This is an optimization exercise on Yosys and OpenROAD, whose aim is small area, a short achievable clock period and few clock cycles, not a production implementation.
Only simulation tests tie the RTL to the original design; equivalence was not proved.

==> flow/design.v, too long to show whole: its modules and the start of the top module <==
// module RFC_CORDIC_exp: 300 lines
// module RFC_CORDIC_div: 133 lines
// module Dual_mode_neuron: 775 lines
// module mul27_cs3: 992 lines
module Dual_mode_neuron (
    input wire clk,
    input wire rstn,
    input wire mode,     
    input wire signed [26 : 0] i_in,    
    output wire signed [26 : 0] v,
    output reg signed [26:0] h_0,
    output reg done
);
  // ...
==> flow/run.sh <==
#!/bin/bash
# synth_recipe.tcl (not shown) runs the flow's synth.tcl, then flattens the netlist and writes it again
# the make line also repeats each setting of config.mk as NAME=value (left out here)
make -C /OpenROAD-flow-scripts/flow DESIGN_CONFIG=/design/flow/config.mk WORK_HOME=/design/flow/orfs CLKGATE_MAP_FILE= SYNTH_SCRIPT=/design/flow/synth_recipe.tcl finish
==> flow/config.mk <==
export PLATFORM = sky130hd
export DESIGN_NAME = Dual_mode_neuron
export DESIGN_NICKNAME = Dual_mode_neuron
export VERILOG_FILES = /design/flow/design.v
export SDC_FILE = /design/flow/constraint.sdc
export NUM_CORES = 8
export LEC_CHECK = 0
export CAP_MARGIN = 30
export CORE_MARGIN = 2
export CORE_UTILIZATION = 40
export PLACE_DENSITY = 0.75
export SETUP_SLACK_MARGIN = 3.5
export SLEW_MARGIN = 30
==> flow/constraint.sdc <==
create_clock -name core_clock -period 11.0 [get_ports {clk}]
set_input_delay 2.2000 -clock core_clock [delete_from_list [all_inputs] [get_ports {clk}]]
set_output_delay 2.2000 -clock core_clock [all_outputs]
set_load 0.01 [all_outputs]
==> reports/summary.txt, run 1 <==
================================================================================
Syn nets                                                                  13,290
Hold slack final                                                       0.4293 ns
Status                                          no timing/DRC/antenna violations
Post-synth top cells                                                sky130_fd_sc_hd__nand2_1 (1,105), sky130_fd_sc_hd__nor2_1 (936), sky130_fd_sc_hd__a21oi_1 (890)
Worst reg2reg path endpoint                                              pr1[27]
Count of nets after finishing                                             13,220
Post-route cell area                                                121,400 um^2
Cell occurring most often along the worst timing path               sky130_fd_sc_hd__fa_1
Maximum clock frequency                                                130.5 MHz
Share of synthesized flip-flops with an asynchronous set or reset         19.89%
Fraction of final layout cells with drive strength greater than 1         11.84%
Area used by sequential logic in the layout                          32,970 um^2
Min-delay worst type                                                     reg2reg
Count of flip-flops with a built-in enable after synthesis                   668
GRT met2 Usage                                                            50.15%
Area growth, synth to finish                                              12.95%
Number of sequential storage elements                                      1,247
Non-Clock Buffer Count                                                       639
Overall track demand over capacity in global routing                      36.06%
Total CTS buffers                                                            159
Die area                                                            272,900 um^2
Category of the critical setup timing path                               reg2reg
Die X                                                                   522.4 um
Top Registers                                                       pr0 x45, pr1 x44, pr2 x42
CTS Root Cell                                                       sky130_fd_sc_hd__clkbuf_16
================================================================================
Testbench counts, summed over its fixed seeds: cycles 489,012.
==> run 2, diff against run 1 <==
--- a/flow/config.mk
+++ b/flow/config.mk
@@ -5,6 +5,7 @@
 export SDC_FILE = /design/flow/constraint.sdc
 export NUM_CORES = 8
 export LEC_CHECK = 0
+export ABC_AREA = 1
 export CAP_MARGIN = 30
 export CORE_MARGIN = 2
 export CORE_UTILIZATION = 40
==> run 2 against run 1 <==
  * Maximum frequency rose by 1.4%
  * First-iteration DRC count shrank 5.1%
  * Highest routed layer unchanged
  * Critical endpoint is now pr1[28]
  * Non-clock buffer count decreased by 156
  * Register-to-register slack improved by 0.13 ns
  * Flip-flop and latch count stayed put
  * Die area grew 3.4%
  * Synthesized cell count is 21% higher
  * Sequential share of layout area shrank 0.47 points
  * Final cell count increased by 18%
==> reports/summary.txt, run 2 <==
==================================================================================
Status                                            no timing/DRC/antenna violations   unchanged
Share of Yosys cell area claimed by the top area cell type                  18.05%   was 18.66%
Time the final worst path needs with I/O delays and setup                 7.558 ns   was 7.663 ns
Detailed router's first-iteration violation count                           18,610   was 19,610
Flip-flop count of the largest register, all copies and words added             45   unchanged
Maximum clock frequency                                                  132.3 MHz   was 130.5 MHz
Antenna Nets Post-Route                                                          0   unchanged
Fraction of final layout cells with drive strength greater than 1           7.859%   was 11.84%
Hold Vio Cnt, Final                                                              0   unchanged
Setup slack of the worst register-to-register path                         3.47 ns   was 3.34 ns
Worst skew pair latency                                                    0.90 ns   about the same
Area growth, synth to finish                                                11.12%   was 12.95%
Number of I/O pins                                                              85   unchanged
Layout filler cell count                                                    27,870   was 25,590
Sum of overflow across all layers after global routing                           0   unchanged
Category of the critical setup timing path                                  in2reg   was reg2reg
Top Registers                                                         pr0 x45, pr1 x44, pr2 x42   unchanged
Pin count of the biggest net entering global routing                            88   unchanged
Die H                                                                     531.1 um   was 522.4 um
Min-delay worst type                                                       reg2reg   unchanged
DR DRC count                                                                     0   unchanged
Initial Util                                                                40.19%   was 40.15%
Most numerous cell in the Yosys netlist                               sky130_fd_sc_hd__nand2_1   unchanged
Hold Path Stages                                                                 2   was 0
Post-synthesis cell count                                                   14,850   was 12,230
Syn nets                                                                    15,920   was 13,290
WL/cell                                                                   29.83 um   was 32.17 um
WL final                                                                  559.7 mm   was 510.9 mm
Most area-hungry cell type in the Yosys netlist                       sky130_fd_sc_hd__edfxtp_1   unchanged
Routability cong.                                                            1.127   was 1.134
CTS Root Cell                                                         sky130_fd_sc_hd__clkbuf_16   unchanged
Worst Setup End Kind                                                     flip-flop   unchanged
Clock tree from TritonCTS                                                    built   unchanged
FF-to-FF Start                                                              pr1[2]   was sH[7]
RSZ-0062 raised after global routing                                          true   unchanged
Final-report max-slew violation count                                            0   unchanged
Worst reg2reg path endpoint                                                 Vm[16]   was pr1[27]
Routed via count divided by cell count                                       6.145   was 6.627
Most common cell after layout, fill and taps aside                    sky130_fd_sc_hd__nand2_1   unchanged
CP max FO                                                                       24   was 51
Sum Neg Setup Slack                                                           0 ns   unchanged
Number of global-route vias before repair                                  103,600   was 95,190
Number of warning messages in the yosys log                                      3   unchanged
Global-route wire length before repair                                    778.5 mm   was 714.5 mm
Hold worst-path end                                                      uexp.s[3]   was uexp.isg
WP data required                                                          11.72 ns   was 11.69 ns
Overall track demand over capacity in global routing                        38.44%   was 36.06%
Slew headroom                                                               16.81%   was 19.69%
Arrival time worst endpoint                                                8.28 ns   was 8.36 ns
Most used cells in the layout excluding fill and tap cells            sky130_fd_sc_hd__nand2_1 (3,250), sky130_fd_sc_hd__inv_1 (1,777), sky130_fd_sc_hd__nor2_1 (1,236)   was sky130_fd_sc_hd__nand2_1 (1,098), sky130_fd_sc_hd__nor2_1 (909), sky130_fd_sc_hd__a21oi_1 (871)
Count of nets after finishing                                               15,910   was 13,220
Detailed-route via count                                                   115,300   was 105,200
Post-synth design cell area                                           111,100 um^2   was 107,500 um^2
Setup violation total in the final timing report                                 0   unchanged
Hold wc startpoint                                                       uexp.s[3]   was uexp.xs
Worst Max-Slew Pin Slew                                                   1.248 ns   was 1.204 ns
Setup ws final                                                            3.442 ns   was 3.337 ns
Maximum root-to-sink buffer count                                                4   unchanged
Reg with most FFs                                                              pr0   unchanged
Total number of clock tree sinks                                             1,247   unchanged
Count of flip-flops with a built-in enable after synthesis                     668   unchanged
Hold slack final                                                         0.4600 ns   was 0.4293 ns
Die X                                                                     531.1 um   was 522.4 um
Mean post-synth cell area                                               7.482 um^2   was 8.790 um^2
Number of input and output port buffers inserted                                84   unchanged
Post-synth top cells                                                  sky130_fd_sc_hd__nand2_1 (3,272), sky130_fd_sc_hd__inv_1 (1,801), sky130_fd_sc_hd__nor2_1 (1,267)   was sky130_fd_sc_hd__nand2_1 (1,105), sky130_fd_sc_hd__nor2_1 (936), sky130_fd_sc_hd__a21oi_1 (890)
Number of storage elements in the synthesis netlist                          1,247   unchanged
Critical Path Start Type                                                input port   was flip-flop
Worst reg2reg path depth                                                        26   was 19
Cell row count                                                                 193   was 190
Max Clock Skew                                                          0.06119 ns   was 0.08881 ns
DP Worst Slack                                                            1.013 ns   was 1.539 ns
Share of the yosys chip area belonging to registers                         29.65%   was 30.66%
Cells taking the most area after synthesis                            sky130_fd_sc_hd__edfxtp_1 (18%), sky130_fd_sc_hd__nand2_1 (11%), sky130_fd_sc_hd__fa_1 (9.0%), sky130_fd_sc_hd__inv_1 (6.1%), sky130_fd_sc_hd__ha_1 (6.0%)   was sky130_fd_sc_hd__edfxtp_1 (19%), sky130_fd_sc_hd__fa_1 (9.3%), sky130_fd_sc_hd__ha_1 (6.2%), sky130_fd_sc_hd__dfxtp_1 (6.2%), sky130_fd_sc_hd__xnor2_1 (5.1%)
CTS HTree Levels                                                                 4   unchanged
Initial DRT Pass Iterations                                                     10   was 19
Placed wire-length estimate after detailed placement                      435.9 mm   was 376.1 mm
Number of antenna violations at the first check in global routing               83   was 68
CTS clock-pin slew for the worst setup and hold paths                      0.06 ns   about the same
Library cells used by synthesis                                                 97   was 116
Count of maximum capacitance violations                                          0   unchanged
Core outline area                                                     276,500 um^2   was 267,700 um^2
Post-layout util                                                            44.66%   was 45.35%
Share of synthesized flip-flops with an asynchronous set or reset           19.89%   unchanged
Final critical-path share of the clock period                               68.71%   was 69.66%
Total CTS buffers                                                              157   was 159
Primary flip-flop cell chosen by synthesis mapping                    sky130_fd_sc_hd__edfxtp_1   unchanged
Die area                                                              282,100 um^2   was 272,900 um^2
==================================================================================
-- run 2: worst max-delay path, cell delays in order --
cell                              delay (ns)
sky130_fd_sc_hd__clkdlybuf4s15_2        0.35
sky130_fd_sc_hd__buf_12                 0.23
sky130_fd_sc_hd__inv_2                  0.05
sky130_fd_sc_hd__a21oi_1                0.18
sky130_fd_sc_hd__nand2_2                0.24
sky130_fd_sc_hd__inv_1                  0.17
sky130_fd_sc_hd__nor2_1                 0.10
sky130_fd_sc_hd__nand2_2                0.15
sky130_fd_sc_hd__buf_6                  0.29
sky130_fd_sc_hd__nor2_1                 0.12
sky130_fd_sc_hd__nor2_4                 0.11
sky130_fd_sc_hd__buf_4                  0.40
sky130_fd_sc_hd__nand2_1                0.09
sky130_fd_sc_hd__nand2_1                0.08
sky130_fd_sc_hd__buf_4                  0.35
sky130_fd_sc_hd__nand2_2                0.34
sky130_fd_sc_hd__buf_4                  0.31
sky130_fd_sc_hd__o22ai_1                0.15
sky130_fd_sc_hd__xor2_1                 0.25
sky130_fd_sc_hd__fa_1                   0.48
sky130_fd_sc_hd__fa_1                   0.49
sky130_fd_sc_hd__inv_1                  0.06
sky130_fd_sc_hd__fa_1                   0.52
sky130_fd_sc_hd__fa_1                   0.50
-- run 2: cell type report --
class	instances	area, um^2	area share [%]
multi-input combinational	11050	69020	55.89
sequential	1247	32960	26.69
antenna	85	212.7	0.1722
timing repair inverter	3	20.02	0.01621
clock buffer	206	4319	3.498
tap	3705	4636	3.754
timing repair buffer	483	4095	3.316
inverter	1904	7330	5.935
clock inverter	81	902.1	0.7305
-- run 2: through the flow --
step                std cells  area (um^2)
CTS                     18590       122100
global route            18690       123300
finish                  18770       123500
global placement        18270       116100
floorplan               14850       111100
detailed placement      18270       116300
-- run 2: worst max path at each step --
stage,startpoint,to,slack [ns],cells past startpoint
floorplan,mode,pr1[29],3.66,25
global placement,mode,pr1[34],1.02,23
detailed placement,mode,pr1[24],1.01,23
CTS,udiv.y[6],udiv.y[12],3.51,43
global route,mode,pr1[28],3.44,24
finish,mode,pr1[28],3.44,24
-- run 2: cell families (layout without fill, tap and decap cells) --
kind of cell | after synthesis | count (layout) | synth area share [%]
buf+inv | 2556 | 2677 | 8.985
xor+xnor | 808 | 808 | 6.394
compound gates | 3418 | 3418 | 18.05
mux | 6 | 6 | 0.05854
other cells | 0 | 85 | 0
simple gates | 5785 | 5787 | 21.84
fa+ha+maj | 1034 | 1034 | 15.03
flops | 1247 | 1247 | 29.65
-- run 2: routing by layer --
layer / global-route usage [%] / vias up / share of wire (%)
li1: - / 49790 / -
met3: 14.10 / 1803 / 14
met1: 50.74 / 55060 / 39
met2: 53.94 / 8646 / 40
met5: 0.3248 / - / 0.039
met4: 21.20 / 32 / 6.6
-- run 2: timing repair --
item / in CTS / in global routing
endpoints found under the setup margin: 146 / 102
hold buffers: 0 / 0
cloned: 6 / 1
buffers inserted: 31 / 88
pin swaps: 8 / 12
gates resized for setup: 95 / 116
==> run 3, diff against run 2 <==
--- a/flow/config.mk
+++ b/flow/config.mk
@@ -9,6 +9,6 @@
 export CAP_MARGIN = 30
 export CORE_MARGIN = 2
 export CORE_UTILIZATION = 40
-export PLACE_DENSITY = 0.75
+export PLACE_DENSITY = 0.65
 export SETUP_SLACK_MARGIN = 3.5
 export SLEW_MARGIN = 30
==> run 3 against run 2 <==
  * Critical endpoint is now pr1[30]
  * Still clean on timing, DRC and antenna
  * Synthesized cell count stayed put
  * Die area did not move
  * Maximum frequency up 1.0%
==> reports/summary.txt, run 3 <==
====================================================================================
Worst reg2reg path endpoint                                                  pr1[27]   was Vm[16]
Core outline area                                                       276,500 um^2   unchanged
CTS Root Cell                                                           sky130_fd_sc_hd__clkbuf_16   unchanged
Global-route wire length before repair                                      799.9 mm   was 778.5 mm
Library cells used by synthesis                                                   97   unchanged
Final-report max-slew violation count                                              0   unchanged
CTS HTree Levels                                                                   4   unchanged
Cell row count                                                                   193   unchanged
Most common cell after layout, fill and taps aside                      sky130_fd_sc_hd__nand2_1   unchanged
Arrival time worst endpoint                                                  8.20 ns   was 8.28 ns
Primary flip-flop cell chosen by synthesis mapping                      sky130_fd_sc_hd__edfxtp_1   unchanged
WP data required                                                            11.71 ns   was 11.72 ns
Top Registers                                                           pr0 x45, pr1 x44, pr2 x42   unchanged
Post-synthesis cell count                                                     14,850   unchanged
Cell occurring most often along the worst timing path                   sky130_fd_sc_hd__fa_1   unchanged
CTS clock-pin slew for the worst setup and hold paths                        0.06 ns   about the same
Sum of overflow across all layers after global routing                             0   unchanged
Syn nets                                                                      15,920   unchanged
CP Launch Point                                                                 mode   unchanged
Number of warning messages in the yosys log                                        3   unchanged
Worst reg2reg path depth                                                          16   was 26
Most numerous cell in the Yosys netlist                                 sky130_fd_sc_hd__nand2_1   unchanged
Worst Setup End Kind                                                       flip-flop   unchanged
Mean post-synth cell area                                                 7.482 um^2   unchanged
Biggest cell delay along the critical path                                   0.90 ns   was 0.52 ns
Routability cong.                                                              1.112   was 1.127
Number of input and output port buffers inserted                                  84   unchanged
Worst skew pair latency                                                      0.90 ns   about the same
Crit path max-delay cell type                                           sky130_fd_sc_hd__nor3_1   was sky130_fd_sc_hd__fa_1
Status                                              no timing/DRC/antenna violations   unchanged
Area growth, synth to finish                                                  11.02%   was 11.12%
CP max FO                                                                         26   was 24
Max Clock Skew                                                            0.06705 ns   was 0.06119 ns
Detailed-route via count                                                     113,900   was 115,300
Fraction of final layout cells with drive strength greater than 1             7.876%   was 7.859%
Area of the multi-input gates                                            68,840 um^2   was 69,020 um^2
Die area                                                                282,100 um^2   unchanged
Setup slack of the worst register-to-register path                           3.52 ns   was 3.47 ns
Final critical-path share of the clock period                                 68.01%   was 68.71%
Antenna Nets Post-Route                                                            0   unchanged
Routed via count divided by cell count                                         6.074   was 6.145
Number of buffers inserted for hold repair after clock tree synthesis              0   unchanged
Detailed router's first-iteration violation count                             17,990   was 18,610
Worst path cell trace                                                   clkbuf_4 > nand2_4 > inv_2 > nand2_8 > inv_8 > nor2_1 > nand2_2 > buf_6 > a21oi_1 > nor3_1 > nand2_1 > inv_2 > o22ai_1 > xor2_1 > fa_1 > inv_1 > fa_1 > inv_1 > fa_1 > fa_1   was clkdlybuf4s15_2 > buf_12 > inv_2 > a21oi_1 > nand2_2 > inv_1 > nor2_1 > nand2_2 > buf_6 > nor2_1 > nor2_4 > buf_4 > nand2_1 > nand2_1 > buf_4 > nand2_2 > buf_4 > o22ai_1 > xor2_1 > fa_1 > fa_1 > inv_1 > fa_1 > fa_1
RSZ-0062 raised after global routing                                            true   unchanged
Maximum root-to-sink buffer count                                                  4   unchanged
Most used cells in the layout excluding fill and tap cells              sky130_fd_sc_hd__nand2_1 (3,256), sky130_fd_sc_hd__inv_1 (1,778), sky130_fd_sc_hd__nor2_1 (1,237)   was sky130_fd_sc_hd__nand2_1 (3,250), sky130_fd_sc_hd__inv_1 (1,777), sky130_fd_sc_hd__nor2_1 (1,236)
Overall track demand over capacity in global routing                          39.89%   was 38.44%
Pin count of the biggest net entering global routing                             141   was 88
WL final                                                                    578.5 mm   was 559.7 mm
Category of the critical setup timing path                                    in2reg   unchanged
Die X                                                                       531.1 um   unchanged
Total CTS buffers                                                                159   was 157
Initial DRT Pass Iterations                                                       10   unchanged
FF-to-FF Start                                                                nfirst   was pr1[2]
Number of storage elements in the synthesis netlist                            1,247   unchanged
Count of flip-flops with a built-in enable after synthesis                       668   unchanged
Area used by sequential logic in the layout                              32,960 um^2   unchanged
Sum Neg Setup Slack                                                             0 ns   unchanged
Share of Yosys cell area claimed by the top area cell type                    18.05%   unchanged
Number of antenna violations at the first check in global routing                 90   was 83
Most area-hungry cell type in the Yosys netlist                         sky130_fd_sc_hd__edfxtp_1   unchanged
Share of the yosys chip area belonging to registers                           29.65%   unchanged
Time the final worst path needs with I/O delays and setup                   7.482 ns   was 7.558 ns
Min-delay worst type                                                         reg2reg   unchanged
Clock tree from TritonCTS                                                      built   unchanged
DR DRC count                                                                       0   unchanged
Setup violation total in the final timing report                                   0   unchanged
Hold Vio Cnt, Final                                                                0   unchanged
Reg with most FFs                                                                pr0   unchanged
Total number of clock tree sinks                                               1,247   unchanged
Post-synth design cell area                                             111,100 um^2   unchanged
Worst Max-Slew Pin Slew                                                     1.287 ns   was 1.248 ns
Initial Util                                                                  40.19%   unchanged
Layout filler cell count                                                      28,270   was 27,870
Count of nets after finishing                                                 15,920   was 15,910
Maximum clock frequency                                                    133.7 MHz   was 132.3 MHz
Share of synthesized flip-flops with an asynchronous set or reset             19.89%   unchanged
Cells taking the most area after synthesis                              sky130_fd_sc_hd__edfxtp_1 (18%), sky130_fd_sc_hd__nand2_1 (11%), sky130_fd_sc_hd__fa_1 (9.0%), sky130_fd_sc_hd__inv_1 (6.1%), sky130_fd_sc_hd__ha_1 (6.0%)   unchanged
Count of maximum capacitance violations                                            0   unchanged
WL/cell                                                                     30.84 um   was 29.83 um
Placed wire-length estimate after detailed placement                        456.4 mm   was 435.9 mm
Slew headroom                                                                 14.22%   was 16.81%
Flip-flop count of the largest register, all copies and words added               45   unchanged
Post-synth top cells                                                    sky130_fd_sc_hd__nand2_1 (3,272), sky130_fd_sc_hd__inv_1 (1,801), sky130_fd_sc_hd__nor2_1 (1,267)   unchanged
Critical Path Start Type                                                  input port   unchanged
Number of I/O pins                                                                85   unchanged
Number of global-route vias before repair                                    103,800   was 103,600
Die H                                                                       531.1 um   unchanged
CP Capture Point                                                             pr1[30]   was pr1[28]
====================================================================================
==> run 3: how the worst min path moves through the flow <==
| stage | startpoint | to | slack (ns) | cells after the start |
|---|---|---|---|---|
| after detailed placement | uexp.tg[0] | uexp.itg[0] | 0.41 | 0 |
| after global routing | uexp.tg[0] | uexp.itg[0] | 0.43 | 0 |
| after global placement | uexp.tg[0] | uexp.itg[0] | 0.40 | 0 |
| after CTS | uexp.tg[0] | uexp.itg[0] | 0.42 | 0 |
| after floorplan | uexp.ish | e4s | 0.40 | 0 |
| final | uexp.tg[0] | uexp.itg[0] | 0.42 | 0 |
==> run 3: area by class of cell <==
class,count,area share (%)
multi-input combinational,11050,55.79
sequential,1247,26.71
tap,3705,3.757
timing repair inverter,2,0.01014
antenna,68,0.1379
clock inverter,94,0.8802
clock buffer,197,3.525
inverter,1904,5.897
timing repair buffer,485,3.289
==> run 3: stage by stage <==
step / worst slack (ns) / util [%] / area, um^2 / hold slack [ns] / cells
after floorplan: 3.663 / - / 111100 / 0.4003 / 14850
after global placement: 1.379 / 42.05 / 116300 / 0.4033 / 18290
after detailed placement: 1.189 / 42.13 / 116500 / 0.4061 / 18290
after CTS: 3.501 / 44.21 / 122200 / 0.4207 / 18600
after global routing: 3.452 / 44.57 / 123200 / 0.4292 / 18700
final: 3.518 / 44.62 / 123400 / 0.4215 / 18760
==> run 3: critical path, delay by kind of cell <==
| kind | cells | cell delay, ns |
|---|---|---|
| and+or+nand+nor | 6 | 1.97 |
| AOI/OAI and AO/OA | 2 | 0.27 |
| buffers and inverters | 7 | 1.42 |
| xor gates and xnor gates | 1 | 0.20 |
| adders and majority gates | 4 | 2.06 |
==> run 3: cells by family after synthesis <==
| family | Yosys count | share of synthesized area (%) |
|---|---|---|
| flops | 1247 | 29.65 |
| buf+inv | 2556 | 8.985 |
| xor+xnor | 808 | 6.394 |
| simple gates | 5785 | 21.84 |
| compound gates | 3418 | 18.05 |
| mux | 6 | 0.05854 |
| fa+ha+maj | 1034 | 15.03 |
==> run 3: routing by layer <==
layer	share of wire [%]	GRT usage (%)	vias to the layer above	routed length [um]
li1	-	-	49780	-
met1	40	52.63	54660	230600
met2	41	56.89	7820	234900
met3	13	13.89	1606	75390
met4	6.4	21.32	62	37050
met5	0.082	0.1709	-	477
==> run 3: repair_timing <==
action,4_1_cts,5_1_grt
pin swaps,5,7
resized for setup,59,79
buffers inserted,10,88
cloned,2,2
endpoints found under the setup margin,136,88
==> run 4, diff against run 3 <==
--- a/flow/config.mk
+++ b/flow/config.mk
@@ -10,5 +10,5 @@
 export CORE_MARGIN = 2
 export CORE_UTILIZATION = 40
 export PLACE_DENSITY = 0.65
-export SETUP_SLACK_MARGIN = 3.5
+export SETUP_SLACK_MARGIN = 4
 export SLEW_MARGIN = 30
==> run 4 against run 3 <==
  * Still clean
  * Synthesized cell count unchanged
  * Global-route usage is 0.68 points higher
  * Die area did not move
  * First-iteration DRC count down 1.5%
  * Sequential share of layout area decreased by 0.39 points
  * Hold slack worse by 0.0090 ns
==> reports/summary.txt, run 4 <==
====================================================================================
Total number of clock tree sinks                                               1,247   unchanged
Share of synthesized flip-flops with an asynchronous set or reset             19.89%   unchanged
Sum of overflow across all layers after global routing                             0   unchanged
Final-report max-slew violation count                                              0   unchanged
Max Clock Skew                                                            0.07681 ns   was 0.06705 ns
Number of buffers inserted for hold repair after clock tree synthesis              0   unchanged
Maximum clock frequency                                                    143.1 MHz   was 133.7 MHz
Share of the yosys chip area belonging to registers                           29.65%   unchanged
Initial DRT Pass Iterations                                                        7   was 10
Pin count of the biggest net entering global routing                              75   was 141
Maximum root-to-sink buffer count                                                  4   unchanged
Most used cells in the layout excluding fill and tap cells              sky130_fd_sc_hd__nand2_1 (3,236), sky130_fd_sc_hd__inv_1 (1,763), sky130_fd_sc_hd__nor2_1 (1,217)   was sky130_fd_sc_hd__nand2_1 (3,256), sky130_fd_sc_hd__inv_1 (1,778), sky130_fd_sc_hd__nor2_1 (1,237)
Core outline area                                                       276,500 um^2   unchanged
Biggest cell delay along the critical path                                   0.56 ns   was 0.90 ns
Library cells used by synthesis                                                   97   unchanged
Syn nets                                                                      15,920   unchanged
Most numerous cell in the Yosys netlist                                 sky130_fd_sc_hd__nand2_1   unchanged
Top Registers                                                           pr0 x45, pr1 x44, pr2 x42   unchanged
Post-synthesis cell count                                                     14,850   unchanged
Time the final worst path needs with I/O delays and setup                   6.987 ns   was 7.482 ns
Cells taking the most area after synthesis                              sky130_fd_sc_hd__edfxtp_1 (18%), sky130_fd_sc_hd__nand2_1 (11%), sky130_fd_sc_hd__fa_1 (9.0%), sky130_fd_sc_hd__inv_1 (6.1%), sky130_fd_sc_hd__ha_1 (6.0%)   unchanged
Worst Max-Slew Pin Slew                                                     1.264 ns   was 1.287 ns
Count of nets after finishing                                                 15,990   was 15,920
Most common cell after layout, fill and taps aside                      sky130_fd_sc_hd__nand2_1   unchanged
Count of maximum capacitance violations                                            0   unchanged
Number of warning messages in the yosys log                                        3   unchanged
Post-synth design cell area                                             111,100 um^2   unchanged
Crit path max-delay cell type                                           sky130_fd_sc_hd__nor4_1   was sky130_fd_sc_hd__nor3_1
Setup violation total in the final timing report                                   0   unchanged
Post-synth top cells                                                    sky130_fd_sc_hd__nand2_1 (3,272), sky130_fd_sc_hd__inv_1 (1,801), sky130_fd_sc_hd__nor2_1 (1,267)   unchanged
Most area-hungry cell type in the Yosys netlist                         sky130_fd_sc_hd__edfxtp_1   unchanged
CTS clock-pin slew for the worst setup and hold paths                        0.06 ns   about the same
Worst skew pair latency                                                      0.89 ns   was 0.90 ns
Number of input and output port buffers inserted                                  84   unchanged
Flip-flop count of the largest register, all copies and words added               45   unchanged
Worst Setup End Kind                                                       flip-flop   unchanged
Number of global-route vias before repair                                    104,300   was 103,800
Slew headroom                                                                 15.13%   was 14.22%
Clock tree from TritonCTS                                                      built   unchanged
Area growth, synth to finish                                                  12.64%   was 11.02%
Total CTS buffers                                                                159   unchanged
Fraction of final layout cells with drive strength greater than 1             9.145%   was 7.876%
Mean post-synth cell area                                                 7.482 um^2   unchanged
CTS Root Cell                                                           sky130_fd_sc_hd__clkbuf_16   unchanged
Detailed-route via count                                                     115,200   was 113,900
Min-delay worst type                                                         reg2reg   unchanged
Primary flip-flop cell chosen by synthesis mapping                      sky130_fd_sc_hd__edfxtp_1   unchanged
Hold Vio Cnt, Final                                                                0   unchanged
Placed wire-length estimate after detailed placement                        458.0 mm   was 456.4 mm
Status                                              no timing/DRC/antenna violations   unchanged
Initial Util                                                                  40.19%   unchanged
CP max FO                                                                         26   unchanged
Hold slack final                                                           0.4125 ns   was 0.4215 ns
Routed via count divided by cell count                                         6.115   was 6.074
Global-route wire length before repair                                      812.4 mm   was 799.9 mm
Overall track demand over capacity in global routing                          40.57%   was 39.89%
CTS HTree Levels                                                                   4   unchanged
Setup slack of the worst register-to-register path                           4.04 ns   was 3.52 ns
Worst path cell trace                                                   buf_4 > nand2_4 > inv_2 > nand2_8 > inv_12 > nor2_1 > nand2_2 > buf_12 > a21oi_1 > nor4_1 > nand2_2 > inv_6 > o22ai_1 > xor2_1 > fa_1 > fa_1 > inv_1 > fa_1 > fa_1 > fa_1   was clkbuf_4 > nand2_4 > inv_2 > nand2_8 > inv_8 > nor2_1 > nand2_2 > buf_6 > a21oi_1 > nor3_1 > nand2_1 > inv_2 > o22ai_1 > xor2_1 > fa_1 > inv_1 > fa_1 > inv_1 > fa_1 > fa_1
Die X                                                                       531.1 um   unchanged
Arrival time worst endpoint                                                  7.69 ns   was 8.20 ns
Routability cong.                                                              1.118   was 1.112
Share of Yosys cell area claimed by the top area cell type                    18.05%   unchanged
Critical Path Start Type                                                  input port   unchanged
Cell occurring most often along the worst timing path                   sky130_fd_sc_hd__fa_1   unchanged
RSZ-0062 raised after global routing                                            true   unchanged
Cell row count                                                                   193   unchanged
Worst path bufs/invs                                                               6   was 7
Count of flip-flops with a built-in enable after synthesis                       668   unchanged
Category of the critical setup timing path                                    in2reg   unchanged
DR DRC count                                                                       0   unchanged
Final critical-path share of the clock period                                 63.52%   was 68.01%
Number of I/O pins                                                                85   unchanged
Antenna Nets Post-Route                                                            0   unchanged
WL final                                                                    590.6 mm   was 578.5 mm
Sum Neg Setup Slack                                                             0 ns   unchanged
WP data required                                                            11.70 ns   was 11.71 ns
Number of storage elements in the synthesis netlist                            1,247   unchanged
Die H                                                                       531.1 um   unchanged
Kind of cell with the highest combined delay on the critical path        adder cells   unchanged
Die area                                                                282,100 um^2   unchanged
Detailed router's first-iteration violation count                             17,730   was 17,990
Number of antenna violations at the first check in global routing                 94   was 90
Reg with most FFs                                                                pr0   unchanged
WL/cell                                                                     31.36 um   was 30.84 um
====================================================================================
[run 4: changes by cell type in the layout (fill, tap and decap cells not counted), sizes merged, moves of 5 or more]
| cell | before | now |
|---|---|---|
| diode | 68 | 73 |
| clkinvlp | 31 | 41 |
| buf | 401 | 467 |
| clkbuf | 199 | 212 |
| inv | 1875 | 1859 |
[run 4: path summary, 6_finish.rpt]
kind | start | endpoint | cells after the start
max | mode | pr1[27] | 20
min reg2reg | uexp.ish | e4s | 0
max reg2reg | uexp.isg | uexp.eo[22] | 31
min in group asynchronous | rstn | h_0[17] | 1
min | uexp.ish | e4s | 0
max in group asynchronous | rstn | sN[0] | 2
[run 4: final cells by class]
cell class,count,area (um^2)
repair buffers,556,4984
fillers,28150,151300
flip-flops and latches,1247,32960
multi-input cells,11050,69650
repair inverters,4,32.53
clock inverters,86,957.2
clock buffers,206,4372
diodes,73,182.7
well taps,3705,4636
inverters,1904,7411
[run 4: worst reg2reg max path: cells and delay by family (launching register included)]
kind / cells / cell delay, ns
AND/OR/NAND/NOR: 12 / 1.11
flip-flops: 1 / 0.40
buffers and inverters: 6 / 0.52
adder cells (fa/ha/maj): 7 / 3.44
XOR/XNOR: 1 / 0.15
AO/OA/AOI/OAI: 5 / 1.10
[run 4: timing repair]
action                     4_1_cts  5_1_grt
setup endpoints to repair      192      134
resized for setup              173      293
pin swaps                       13       50
setup buffers                   68      108
gates cloned                     4        8
[run 4: layer usage]
metal  track usage, %  share of wire, %  wire length (um)  vias to the layer above
met2            58.73                41            242500                     8044
met4            21.80               6.6             39150                       70
met5                0             0.080               473                        -
li1                 -                 -                 -                    49910
met1            53.46                39            232800                    55410
met3            13.07                13             75620                     1748
[run 4: stage by stage]
step	cell area, um^2	instances	setup WS, ns	utilization [%]
2_1_floorplan	111200	14850	3.991	-
3_3_place_gp	116200	18280	1.390	42.03
3_5_place_dp	116400	18280	1.351	42.10
4_1_cts	122900	18640	3.996	44.45
5_1_grt	125000	18770	3.848	45.22
6_report	125200	18840	4.013	45.28
[run 4: cells by family after synthesis]
| kind of cell | share of synthesized area [%] |
|---|---|
| simple gates | 21.84 |
| mux | 0.05854 |
| flops | 29.65 |
| fa+ha+maj | 15.03 |
| xor+xnor | 6.394 |
| compound gates | 18.05 |
| buf+inv | 8.985 |
==> run 5, diff against run 4 <==
--- a/flow/config.mk
+++ b/flow/config.mk
@@ -9,6 +9,6 @@
 export CAP_MARGIN = 30
 export CORE_MARGIN = 2
 export CORE_UTILIZATION = 40
-export PLACE_DENSITY = 0.65
-export SETUP_SLACK_MARGIN = 4
+export PLACE_DENSITY = 0.75
+export SETUP_SLACK_MARGIN = 5
 export SLEW_MARGIN = 30
==> run 5 against run 4 <==
  * Still clean on timing, DRC and antenna
  * Critical path depth is 8 higher
  * Die area unchanged
  * Clock skew rose by 0.0017 ns
  * Clock-buffer cell count increased by 3
  * Hold slack better by 0.0051 ns
  * Final cell count is 3.6% higher
  * Non-clock buffer count rose by 673
  * Flip-flop and latch count unchanged
  * Area after synthesis did not move
  * Wire length up 2.3%
  * Setup slack improved by 0.071 ns
  * Maximum frequency increased by 1.0%
==> reports/summary.txt, run 5 <==
====================================================================================
DR DRC count                                                                       0   unchanged
Critical Path Start Type                                                   flip-flop   was input port
Hold Vio Cnt, Final                                                                0   unchanged
Maximum clock frequency                                                    144.6 MHz   was 143.1 MHz
Pin count of the biggest net entering global routing                             111   was 75
Crit path max-delay cell type                                           sky130_fd_sc_hd__fa_1   was sky130_fd_sc_hd__nor4_1
Sum of overflow across all layers after global routing                             0   unchanged
Most numerous cell in the Yosys netlist                                 sky130_fd_sc_hd__nand2_1   unchanged
Status                                              no timing/DRC/antenna violations   unchanged
Arrival time worst endpoint                                                  7.53 ns   was 7.69 ns
Clock tree from TritonCTS                                                      built   unchanged
Syn nets                                                                      15,920   unchanged
Area growth, synth to finish                                                  24.61%   was 12.64%
Category of the critical setup timing path                                   reg2reg   was in2reg
Total CTS buffers                                                                160   was 159
Initial DRT Pass Iterations                                                       15   was 7
Post-route cell area                                                    138,500 um^2   was 125,200 um^2
Core outline area                                                       276,500 um^2   unchanged
Cell occurring most often along the worst timing path                   sky130_fd_sc_hd__fa_1   unchanged
Antenna Nets Post-Route                                                            0   unchanged
Reg with most FFs                                                                pr0   unchanged
Most area-hungry cell type in the Yosys netlist                         sky130_fd_sc_hd__edfxtp_1   unchanged
WL/cell                                                                     30.97 um   was 31.36 um
Share of the yosys chip area belonging to registers                           29.65%   unchanged
Layout filler cell count                                                      26,000   was 28,150
Maximum root-to-sink buffer count                                                  4   unchanged
Slew headroom                                                                 18.02%   was 15.13%
Number of standard cells in the final layout excluding fillers                19,510   was 18,840
Routed via count divided by cell count                                         6.260   was 6.115
Number of antenna violations at the first check in global routing                 69   was 94
Count of nets after finishing                                                 16,700   was 15,990
Mean post-synth cell area                                                 7.482 um^2   unchanged
Number of storage elements in the synthesis netlist                            1,247   unchanged
Placed wire-length estimate after detailed placement                        434.3 mm   was 458.0 mm
CTS clock-pin slew for the worst setup and hold paths                        0.06 ns   about the same
Setup violation total in the final timing report                                   0   unchanged
Top Registers                                                           pr0 x45, pr1 x44, pr2 x42   unchanged
Worst skew pair latency                                                      0.91 ns   was 0.89 ns
CTS Root Cell                                                           sky130_fd_sc_hd__clkbuf_16   unchanged
Post-synthesis cell count                                                     14,850   unchanged
Worst Max-Slew Pin Slew                                                     1.230 ns   was 1.264 ns
Fraction of final layout cells with drive strength greater than 1             19.41%   was 9.145%
CP max FO                                                                          7   was 26
Time the final worst path needs with I/O delays and setup                   6.916 ns   was 6.987 ns
Die H                                                                       531.1 um   unchanged
Share of synthesized flip-flops with an asynchronous set or reset             19.89%   unchanged
Setup ws final                                                              4.084 ns   was 4.013 ns
Count of maximum capacitance violations                                            0   unchanged
Number of warning messages in the yosys log                                        3   unchanged
Detailed-route via count                                                     122,100   was 115,200
Number of input and output port buffers inserted                                  84   unchanged
Detailed router's first-iteration violation count                             21,110   was 17,730
Global-route wire length before repair                                      816.6 mm   was 812.4 mm
Primary flip-flop cell chosen by synthesis mapping                      sky130_fd_sc_hd__edfxtp_1   unchanged
Post-Place Cells                                                              18,250   was 18,280
WP data required                                                            11.62 ns   was 11.70 ns
Library cells used by synthesis                                                   97   unchanged
Biggest cell delay along the critical path                                   0.62 ns   was 0.56 ns
Die X                                                                       531.1 um   unchanged
Cells taking the most area after synthesis                              sky130_fd_sc_hd__edfxtp_1 (18%), sky130_fd_sc_hd__nand2_1 (11%), sky130_fd_sc_hd__fa_1 (9.0%), sky130_fd_sc_hd__inv_1 (6.1%), sky130_fd_sc_hd__ha_1 (6.0%)   unchanged
Most used cells in the layout excluding fill and tap cells              sky130_fd_sc_hd__nand2_1 (3,040), sky130_fd_sc_hd__inv_1 (1,666), sky130_fd_sc_hd__nor2_1 (1,115)   was sky130_fd_sc_hd__nand2_1 (3,236), sky130_fd_sc_hd__inv_1 (1,763), sky130_fd_sc_hd__nor2_1 (1,217)
CTS HTree Levels                                                                   4   unchanged
DP Worst Slack                                                              1.382 ns   was 1.351 ns
Post-Place Cell Area                                                    116,500 um^2   was 116,400 um^2
Final-report max-slew violation count                                              0   unchanged
Min-delay worst type                                                         reg2reg   unchanged
Routability cong.                                                              1.136   was 1.118
Count of flip-flops with a built-in enable after synthesis                       668   unchanged
Sum Neg Setup Slack                                                             0 ns   unchanged
Worst Setup End Kind                                                       flip-flop   unchanged
Max Clock Skew                                                            0.07854 ns   was 0.07681 ns
Cell row count                                                                   193   unchanged
WL final                                                                    604.2 mm   was 590.6 mm
Number of global-route vias before repair                                    109,200   was 104,300
Die area                                                                282,100 um^2   unchanged
Final critical-path share of the clock period                                 62.88%   was 63.52%
RSZ-0062 raised after global routing                                            true   unchanged
Number of buffers inserted for hold repair after clock tree synthesis              0   unchanged
Most common cell after layout, fill and taps aside                      sky130_fd_sc_hd__nand2_1   unchanged
Total number of clock tree sinks                                               1,247   unchanged
Overall track demand over capacity in global routing                          40.47%   was 40.57%
Number of I/O pins                                                                85   unchanged
Post-synth top cells                                                    sky130_fd_sc_hd__nand2_1 (3,272), sky130_fd_sc_hd__inv_1 (1,801), sky130_fd_sc_hd__nor2_1 (1,267)   unchanged
Post-synth design cell area                                             111,100 um^2   unchanged
Share of Yosys cell area claimed by the top area cell type                    18.05%   unchanged
Flip-flop count of the largest register, all copies and words added               45   unchanged
Initial Util                                                                  40.19%   unchanged
====================================================================================
-- run 5: cell counts after synthesis --
Identical to the previous run, type by type.
-- run 5: routing by layer --
| metal | global-route usage (%) | up-vias | share of wire (%) |
|---|---|---|---|
| li1 | - | 51340 | - |
| met1 | 51.57 | 58060 | 37 |
| met2 | 55.50 | 9999 | 39 |
| met3 | 17.67 | 2679 | 16 |
| met4 | 25.25 | 58 | 8.3 |
| met5 | 0.8034 | - | 0.17 |
-- run 5: path summary, 6_finish.rpt --
kind / depth (start not counted) / slack (ns) / from / end
min in group asynchronous: 1 / 1.30 / rstn / rdv[1]
max in group asynchronous: 2 / 8.32 / rstn / h_0[13]
min: 0 / 0.42 / uexp.tg[1] / uexp.itg[1]
min reg2reg: 0 / 0.42 / uexp.tg[1] / uexp.itg[1]
max reg2reg: 28 / 4.08 / uexp.eo[16] / uexp.eo[22]
max: 28 / 4.08 / uexp.eo[16] / uexp.eo[22]
-- run 5: cell families (layout without fill, tap and decap cells) --
family,after synthesis,in the layout,share of synthesized area [%]
AOI/OAI and AO/OA,3418,3418,18.05
adders and majority gates,1034,1034,15.03
other,0,48,0
muxes,6,6,0.05854
xor gates and xnor gates,808,808,6.394
and+or+nand+nor,5785,5806,21.84
DFF,1247,1247,29.65
buffers and inverters,2556,3439,8.985
-- run 5: cell type report --
cell class                      count  area (um^2)  share of cell area (%)
Antenna cell                       48        120.1                 0.08674
Clock buffer                      209         4468                   3.226
Clock inverter                     80        795.8                  0.5746
Inverter                         1904         7809                   5.639
Multi-Input combinational cell  11070        75390                   54.44
Sequential cell                  1247        32980                   23.81
Tap cell                         3705         4636                   3.348
Timing Repair Buffer             1229        12130                   8.756
Timing Repair inverter             17        157.7                  0.1138
-- run 5: worst max-delay path, delay by kind of cell, from the launching register on --
kind	cells	cell delay, ns
AOI/OAI and AO/OA	5	0.75
xor gates and xnor gates	1	0.13
adders and majority gates	7	3.37
buffers and inverters	2	0.43
DFF	1	0.61
and+or+nand+nor	13	1.36
-- run 5: what timing repair did --
item,CTS,global route
endpoints found under the setup margin,502,251
setup buffers,509,345
resized for setup,1036,1131
pin swaps,252,495
gates cloned,58,14
-- run 5: stage by stage --
step / hold WS (ns) / util, %
2_1_floorplan: 0.4003 / -
3_3_place_gp: 0.4018 / 42.08
3_5_place_dp: 0.4045 / 42.12
4_1_cts: 0.4178 / 47.37
5_1_grt: 0.4288 / 50.05
6_report: 0.4176 / 50.08
==> run 6, diff against run 5 <==
--- a/flow/config.mk
+++ b/flow/config.mk
@@ -8,7 +8,7 @@
 export ABC_AREA = 1
 export CAP_MARGIN = 30
 export CORE_MARGIN = 2
-export CORE_UTILIZATION = 40
+export CORE_UTILIZATION = 47
 export PLACE_DENSITY = 0.75
-export SETUP_SLACK_MARGIN = 5
+export SETUP_SLACK_MARGIN = 4
 export SLEW_MARGIN = 30
==> run 6 against run 5 <==
  * Critical path depth decreased by 10
  * Area after synthesis stayed put
  * First-iteration DRC count fell by 2.8%
  * Hold slack better by 0.0019 ns
  * Maximum frequency is 2.6% lower
  * Via count is 4.5% lower
  * Wire length is 8.5% lower
  * Global-route usage rose by 3.6 points
  * Non-clock buffer count is 702 lower
  * Register-to-register slack got worse by 0.18 ns
  * Clock skew shrank 0.045 ns
==> reports/summary.txt, run 6 <==
====================================================================================
Reg with most FFs                                                                pr0   unchanged
Post-synth top cells                                                    sky130_fd_sc_hd__nand2_1 (3,272), sky130_fd_sc_hd__inv_1 (1,801), sky130_fd_sc_hd__nor2_1 (1,267)   unchanged
Share of synthesized flip-flops with an asynchronous set or reset             19.89%   unchanged
Time the final worst path needs with I/O delays and setup                   7.099 ns   was 6.916 ns
DR DRC count                                                                       0   unchanged
Library cells used by synthesis                                                   97   unchanged
Hold Vio Cnt, Final                                                                0   unchanged
Global-route wire length before repair                                      767.2 mm   was 816.6 mm
CTS clock-pin slew for the worst setup and hold paths                        0.06 ns   about the same
Mean post-synth cell area                                                 7.482 um^2   unchanged
Cells taking the most area after synthesis                              sky130_fd_sc_hd__edfxtp_1 (18%), sky130_fd_sc_hd__nand2_1 (11%), sky130_fd_sc_hd__fa_1 (9.0%), sky130_fd_sc_hd__inv_1 (6.1%), sky130_fd_sc_hd__ha_1 (6.0%)   unchanged
Most area-hungry cell type in the Yosys netlist                         sky130_fd_sc_hd__edfxtp_1   unchanged
Most numerous cell in the Yosys netlist                                 sky130_fd_sc_hd__nand2_1   unchanged
Share of the yosys chip area belonging to registers                           29.65%   unchanged
Syn nets                                                                      15,920   unchanged
Number of buffers inserted for hold repair after clock tree synthesis              0   unchanged
Arrival time worst endpoint                                                  7.81 ns   was 7.53 ns
CP max FO                                                                         17   was 7
Post-Place Cells                                                              17,690   was 18,250
Detailed router's first-iteration violation count                             20,530   was 21,110
Sum Neg Setup Slack                                                             0 ns   unchanged
Routed via count divided by cell count                                         6.390   was 6.260
Slew headroom                                                                 13.66%   was 18.02%
Area growth, synth to finish                                                  11.57%   was 24.61%
Maximum root-to-sink buffer count                                                  3   was 4
Die H                                                                       490.3 um   was 531.1 um
Category of the critical setup timing path                                   reg2reg   unchanged
Max Clock Skew                                                            0.03393 ns   was 0.07854 ns
Die X                                                                       490.3 um   was 531.1 um
CTS HTree Levels                                                                   4   unchanged
DP Worst Slack                                                              1.537 ns   was 1.382 ns
Core outline area                                                       235,200 um^2   was 276,500 um^2
Maximum clock frequency                                                    140.9 MHz   was 144.6 MHz
Post-synth design cell area                                             111,100 um^2   unchanged
Number of global-route vias before repair                                    104,600   was 109,200
WL/cell                                                                     30.31 um   was 30.97 um
Antenna Nets Post-Route                                                            0   unchanged
Critical Path Start Type                                                   flip-flop   unchanged
Min-delay worst type                                                         reg2reg   unchanged
Post-synthesis cell count                                                     14,850   unchanged
Worst Setup End Kind                                                       flip-flop   unchanged
Overall track demand over capacity in global routing                          44.03%   was 40.47%
WP data required                                                            11.71 ns   was 11.62 ns
Share of Yosys cell area claimed by the top area cell type                    18.05%   unchanged
Number of standard cells in the final layout excluding fillers                18,250   was 19,510
Top Registers                                                           pr0 x45, pr1 x44, pr2 x42   unchanged
Flip-flop count of the largest register, all copies and words added               45   unchanged
Worst skew pair latency                                                      0.88 ns   was 0.91 ns
Placed wire-length estimate after detailed placement                        424.0 mm   was 434.3 mm
Worst Max-Slew Pin Slew                                                     1.291 ns   was 1.230 ns
Number of I/O pins                                                                85   unchanged
Final critical-path share of the clock period                                 64.54%   was 62.88%
Count of nets after finishing                                                 15,960   was 16,700
Count of maximum capacitance violations                                            0   unchanged
RSZ-0062 raised after global routing                                            true   unchanged
Primary flip-flop cell chosen by synthesis mapping                      sky130_fd_sc_hd__edfxtp_1   unchanged
Initial Util                                                                  47.25%   was 40.19%
Fraction of final layout cells with drive strength greater than 1             8.800%   was 19.41%
WL final                                                                    553.0 mm   was 604.2 mm
Setup violation total in the final timing report                                   0   unchanged
Number of warning messages in the yosys log                                        3   unchanged
CTS Root Cell                                                           sky130_fd_sc_hd__clkbuf_16   unchanged
Sum of overflow across all layers after global routing                             0   unchanged
Routability cong.                                                              1.177   was 1.136
Cell row count                                                                   178   was 193
Initial DRT Pass Iterations                                                       12   was 15
Total CTS buffers                                                                150   was 160
Pin count of the biggest net entering global routing                             152   was 111
Most common cell after layout, fill and taps aside                      sky130_fd_sc_hd__nand2_1   unchanged
Status                                              no timing/DRC/antenna violations   unchanged
Count of flip-flops with a built-in enable after synthesis                       668   unchanged
Number of storage elements in the synthesis netlist                            1,247   unchanged
Post-route cell area                                                    124,000 um^2   was 138,500 um^2
Total number of clock tree sinks                                               1,247   unchanged
Die area                                                                240,400 um^2   was 282,100 um^2
Final-report max-slew violation count                                              0   unchanged
Setup ws final                                                              3.901 ns   was 4.084 ns
Detailed-route via count                                                     116,600   was 122,100
Clock tree from TritonCTS                                                      built   unchanged
Post-Place Cell Area                                                    115,400 um^2   was 116,500 um^2
Number of input and output port buffers inserted                                  84   unchanged
Number of antenna violations at the first check in global routing                 75   was 69
Most used cells in the layout excluding fill and tap cells              sky130_fd_sc_hd__nand2_1 (3,234), sky130_fd_sc_hd__inv_1 (1,765), sky130_fd_sc_hd__nor2_1 (1,214)   was sky130_fd_sc_hd__nand2_1 (3,040), sky130_fd_sc_hd__inv_1 (1,666), sky130_fd_sc_hd__nor2_1 (1,115)
====================================================================================
run 6: layout make-up:
cell class	count	area (um^2)
Timing Repair Buffer	527	4838
Sequential cell	1247	32960
Multi-Input combinational cell	11060	69570
Antenna cell	73	182.7
Fill cell	22670	111200
Inverter	1904	7392
Timing Repair inverter	8	48.80
Clock buffer	195	4160
Tap cell	3150	3941
Clock inverter	85	902.1
run 6: path summary, 6_finish.rpt:
| path | start | to | slack (ns) | cells after the start |
|---|---|---|---|---|
| worst max-delay path | sX[22] | ACC[22] | 3.90 | 18 |
| worst min-delay path | uexp.tg[1] | uexp.itg[1] | 0.42 | 0 |
| worst max register to register | sX[22] | ACC[22] | 3.90 | 18 |
| worst min register to register | uexp.tg[1] | uexp.itg[1] | 0.42 | 0 |
| max in group asynchronous | rstn | rxv[2] | 7.61 | 3 |
| min in group asynchronous | rstn | h_0[1] | 1.27 | 1 |
run 6: cell families after synthesis:
group,share of synthesized area (%)
compound gates,18.05
simple gates,21.84
flops,29.65
xor+xnor,6.394
mux,0.05854
buf+inv,8.985
fa+ha+maj,15.03
run 6: repair_timing:
item,in CTS,in global routing
pin swaps,16,44
setup endpoints to repair,174,142
resized for setup,190,259
setup buffers,71,106
cloned,11,11
endpoints found under the hold margin,0,0
run 6: layer usage:
metal	global-route usage [%]	share of wire, %	vias up
met5	1.052	0.16	-
met4	29.43	8.5	66
met3	18.06	15	2337
met2	60.57	39	9616
met1	56.09	37	54680
li1	-	-	49890
run 6: stage by stage:
| step | hold WS (ns) | util (%) |
|---|---|---|
| floorplan | 0.4003 | - |
| global placement | 0.4059 | 49.00 |
| detailed placement | 0.4083 | 49.07 |
| CTS | 0.4218 | 51.78 |
| global route | 0.4306 | 52.65 |
| finish | 0.4195 | 52.72 |
run 6: worst max-delay path: stages, from the launching register on:
cell and delay, ns:
sky130_fd_sc_hd__dfrtp_1 0.49, sky130_fd_sc_hd__inv_1 0.59, sky130_fd_sc_hd__nand2_1 0.19, sky130_fd_sc_hd__nor2_1 0.67, sky130_fd_sc_hd__inv_1 0.43, sky130_fd_sc_hd__buf_4 0.34
sky130_fd_sc_hd__a221oi_1 0.31, sky130_fd_sc_hd__o211ai_1 0.19, sky130_fd_sc_hd__ha_1 0.45, sky130_fd_sc_hd__a21oi_1 0.12, sky130_fd_sc_hd__o21ai_0 0.25, sky130_fd_sc_hd__a21boi_0 0.21
sky130_fd_sc_hd__o21ai_0 0.63, sky130_fd_sc_hd__a21oi_1 0.24, sky130_fd_sc_hd__o21bai_1 0.39, sky130_fd_sc_hd__a21oi_1 0.18, sky130_fd_sc_hd__xnor2_1 0.74, sky130_fd_sc_hd__nand2_1 0.34
sky130_fd_sc_hd__nand2_1 0.18
==> run 7, diff against run 6 <==
--- a/flow/config.mk
+++ b/flow/config.mk
@@ -8,7 +8,8 @@
 export ABC_AREA = 1
 export CAP_MARGIN = 30
 export CORE_MARGIN = 2
-export CORE_UTILIZATION = 47
+export CORE_UTILIZATION = 40
 export PLACE_DENSITY = 0.75
 export SETUP_SLACK_MARGIN = 4
 export SLEW_MARGIN = 30
+export TNS_END_PERCENT = 30
==> run 7 against run 6 <==
  * Sequential share of layout area is 0.27 points lower
  * Final cell count is 3.3% higher
  * Flip-flop and latch count stayed put
  * Critical path type is now in2reg
  * Largest cell class unchanged
==> reports/summary.txt, run 7 <==
====================================================================================
Status                                              no timing/DRC/antenna violations   unchanged
Critical Path Start Type                                                  input port   was flip-flop
Hold Vio Cnt, Final                                                                0   unchanged
Number of antenna violations at the first check in global routing                 82   was 75
WL final                                                                    575.3 mm   was 553.0 mm
Routability cong.                                                              1.126   was 1.177
Worst skew pair latency                                                      0.90 ns   was 0.88 ns
Detailed-route via count                                                     115,500   was 116,600
Library cells used by synthesis                                                   97   unchanged
Syn nets                                                                      15,920   unchanged
Time the final worst path needs with I/O delays and setup                   7.152 ns   was 7.099 ns
Maximum root-to-sink buffer count                                                  4   was 3
CP max FO                                                                         25   was 17
Sum Neg Setup Slack                                                             0 ns   unchanged
WL/cell                                                                     30.53 um   was 30.31 um
Share of the yosys chip area belonging to registers                           29.65%   unchanged
Number of standard cells in the final layout excluding fillers                18,840   was 18,250
Die X                                                                       531.1 um   was 490.3 um
Worst Setup End Kind                                                       flip-flop   unchanged
Number of global-route vias before repair                                    104,300   was 104,600
Mean post-synth cell area                                                 7.482 um^2   unchanged
CTS HTree Levels                                                                   4   unchanged
Die area                                                                282,100 um^2   was 240,400 um^2
Most used cells in the layout excluding fill and tap cells              sky130_fd_sc_hd__nand2_1 (3,241), sky130_fd_sc_hd__inv_1 (1,750), sky130_fd_sc_hd__nor2_1 (1,214)   was sky130_fd_sc_hd__nand2_1 (3,234), sky130_fd_sc_hd__inv_1 (1,765), sky130_fd_sc_hd__nor2_1 (1,214)
Final critical-path share of the clock period                                 65.02%   was 64.54%
Cell row count                                                                   193   was 178
Most area-hungry cell type in the Yosys netlist                         sky130_fd_sc_hd__edfxtp_1   unchanged
DR DRC count                                                                       0   unchanged
Core outline area                                                       276,500 um^2   was 235,200 um^2
Initial DRT Pass Iterations                                                        9   was 12
Most common cell after layout, fill and taps aside                      sky130_fd_sc_hd__nand2_1   unchanged
Primary flip-flop cell chosen by synthesis mapping                      sky130_fd_sc_hd__edfxtp_1   unchanged
Biggest cell delay along the critical path                                   0.63 ns   was 0.74 ns
Post-synthesis cell count                                                     14,850   unchanged
Initial Util                                                                  40.19%   was 47.25%
Sum of overflow across all layers after global routing                             0   unchanged
Count of flip-flops with a built-in enable after synthesis                       668   unchanged
Post-synth top cells                                                    sky130_fd_sc_hd__nand2_1 (3,272), sky130_fd_sc_hd__inv_1 (1,801), sky130_fd_sc_hd__nor2_1 (1,267)   unchanged
Crit path max-delay cell type                                           sky130_fd_sc_hd__inv_2   was sky130_fd_sc_hd__xnor2_1
Number of warning messages in the yosys log                                        3   unchanged
Total CTS buffers                                                                156   was 150
CTS Root Cell                                                           sky130_fd_sc_hd__clkbuf_16   unchanged
Min-delay worst type                                                         reg2reg   unchanged
Count of nets after finishing                                                 16,010   was 15,960
Arrival time worst endpoint                                                  7.93 ns   was 7.81 ns
Cell occurring most often along the worst timing path                   sky130_fd_sc_hd__fa_1
Share of synthesized flip-flops with an asynchronous set or reset             19.89%   unchanged
Area growth, synth to finish                                                  12.71%   was 11.57%
Number of buffers inserted for hold repair after clock tree synthesis              0   unchanged
Category of the critical setup timing path                                    in2reg   was reg2reg
Global-route wire length before repair                                      795.9 mm   was 767.2 mm
Maximum clock frequency                                                    139.8 MHz   was 140.9 MHz
Number of input and output port buffers inserted                                  84   unchanged
Total number of clock tree sinks                                               1,247   unchanged
Cells taking the most area after synthesis                              sky130_fd_sc_hd__edfxtp_1 (18%), sky130_fd_sc_hd__nand2_1 (11%), sky130_fd_sc_hd__fa_1 (9.0%), sky130_fd_sc_hd__inv_1 (6.1%), sky130_fd_sc_hd__ha_1 (6.0%)   unchanged
Post-Place Cells                                                              18,290   was 17,690
RSZ-0062 raised after global routing                                            true   unchanged
Most numerous cell in the Yosys netlist                                 sky130_fd_sc_hd__nand2_1   unchanged
Post-synth design cell area                                             111,100 um^2   unchanged
CTS clock-pin slew for the worst setup and hold paths                        0.07 ns   was 0.06 ns
Detailed router's first-iteration violation count                             19,500   was 20,530
Reg with most FFs                                                                pr0   unchanged
WP data required                                                            11.78 ns   was 11.71 ns
Pin count of the biggest net entering global routing                              78   was 152
Number of I/O pins                                                                85   unchanged
Final-report max-slew violation count                                              0   unchanged
Fraction of final layout cells with drive strength greater than 1             9.352%   was 8.800%
Worst path cell trace                                                   clkbuf_4 > nand2_2 > inv_2 > nand2_8 > inv_16 > nor2_1 > nand2_4 > buf_12 > a21oi_1 > nor3_1 > nand2_1 > inv_2 > o22ai_1 > xor2_1 > fa_1 > inv_1 > fa_1 > inv_1 > fa_1 > fa_1   was inv_1 > nand2_1 > nor2_1 > inv_1 > buf_4 > a221oi_1 > o211ai_1 > ha_1 > a21oi_1 > o21ai_0 > a21boi_0 > o21ai_0 > a21oi_1 > o21bai_1 > a21oi_1 > xnor2_1 > nand2_1 > nand2_1
Slew headroom                                                                 16.02%   was 13.66%
Layout filler cell count                                                      27,650   was 22,670
Count of maximum capacitance violations                                            0   unchanged
Worst Max-Slew Pin Slew                                                     1.255 ns   was 1.291 ns
Clock tree from TritonCTS                                                      built   unchanged
Antenna Nets Post-Route                                                            0   unchanged
Setup violation total in the final timing report                                   0   unchanged
Routed via count divided by cell count                                         6.127   was 6.390
Share of Yosys cell area claimed by the top area cell type                    18.05%   unchanged
Flip-flop count of the largest register, all copies and words added               45   unchanged
Max Clock Skew                                                            0.06306 ns   was 0.03393 ns
Top Registers                                                           pr0 x45, pr1 x44, pr2 x42   unchanged
Overall track demand over capacity in global routing                          39.50%   was 44.03%
Placed wire-length estimate after detailed placement                        445.5 mm   was 424.0 mm
Number of storage elements in the synthesis netlist                            1,247   unchanged
Die H                                                                       531.1 um   was 490.3 um
====================================================================================
[run 7: cell counts after synthesis]
No cell type changed its count.
[run 7: stage by stage]
step / hold slack (ns) / instance area [um^2] / utilization [%] / worst slack, ns
floorplan: 0.4003 / 111200 / - / 3.991
CTS: 0.4428 / 122900 / 44.46 / 3.795
global route: 0.4467 / 125100 / 45.24 / 3.907
finish: 0.4400 / 125300 / 45.30 / 3.848
detailed placement: 0.4293 / 116500 / 42.14 / 1.231
global placement: 0.4173 / 116300 / 42.06 / 1.419
[run 7: cell families after synthesis]
group           after synthesis  synth area share [%]
mux                           6               0.05854
fa+ha+maj                  1034                 15.03
flops                      1247                 29.65
simple gates               5785                 21.84
buf+inv                    2556                 8.985
compound gates             3418                 18.05
xor+xnor                    808                 6.394
[run 7: repair_timing]
action,4_1_cts,5_1_grt
setup endpoints to repair,200,172
gates resized for setup,156,288
buffers inserted,58,128
cloned,5,5
pin swaps,18,54
[run 7: metal layers]
metal | vias to the layer above | wire, um | GRT usage (%)
met5 | - | 731 | 0
met4 | 78 | 39840 | 22.38
met3 | 1894 | 82610 | 15.31
met2 | 8611 | 229600 | 55.21
met1 | 54880 | 222400 | 51.63
li1 | 49990 | - | -
[run 7: worst max-delay path: cells and delay by family]
kind	cells	cell delay, ns
AO/OA/AOI/OAI	2	0.29
XOR/XNOR	1	0.21
adder cells (fa/ha/maj)	4	2.09
buffers and inverters	7	1.49
AND/OR/NAND/NOR	6	1.57
[run 7: area by class of cell]
class	instances	area, um^2	share of cell area, %
Multi-Input combinational cell	11060	69710	55.66
Antenna cell	70	175.2	0.1398
Tap cell	3705	4636	3.701
Clock buffer	200	4317	3.446
Timing Repair Buffer	575	4990	3.984
Clock inverter	84	1054	0.8411
Timing Repair inverter	2	12.51	0.009989
Inverter	1904	7403	5.910
Sequential cell	1247	32960	26.31
[run 7: path summary, 6_finish.rpt]
check / slack [ns] / cells past startpoint / endpoint / start
max reg2reg: 3.86 / 18 / pr1[29] / Vm[5]
min reg2reg: 0.44 / 0 / uexp.itg[1] / uexp.tg[1]
max: 3.85 / 20 / pr1[30] / mode
min: 0.44 / 0 / uexp.itg[1] / uexp.tg[1]
max in group asynchronous: 8.16 / 2 / h_0[24] / rstn
min in group asynchronous: 1.34 / 1 / t2 / rstn

-- port drivers added, routing unchanged --
How much do the figures lean on ideal ports? The routed layouts below were timed once more, with nothing changed but the port constraints.
Step 1, drivers: a clkbuf_16 drives clk and a buf_2 each remaining input, both assumed.
Step 2 also shifts input and output timing later by t, the mid clock arrival at the registers, as if the neighbouring blocks saw the same clock.
a / b / c = no drivers / after step 1 / after step 2; a / b = the first two.
run | t (ns) | setup WS [ns] | hold WS [ns]
run 1 | 0.960 | 3.337 / 3.337 / 2.590 | 0.429 / 0.429 / 0.429
run 2 | 0.966 | 3.442 / 3.474 / 2.548 | 0.460 / 0.460 / 0.460
run 3 | 0.966 | 3.518 / 3.523 / 2.618 | 0.421 / 0.421 / 0.421
run 4 | 0.957 | 4.013 / 4.037 / 3.132 | 0.412 / 0.412 / 0.412
run 5 | 0.977 | 4.084 / 4.084 / 3.650 | 0.418 / 0.418 / 0.418
run 6 | 0.958 | 3.901 / 3.901 / 3.062 | 0.419 / 0.419 / 0.419
run 7 | 0.963 | 3.848 / 3.859 / 2.950 | 0.440 / 0.440 / 0.440
After both steps every run listed still meets setup and hold. The setup slack of run 3, which loses most, moves by +0.005 ns with the drivers and by -0.900 ns with both steps.
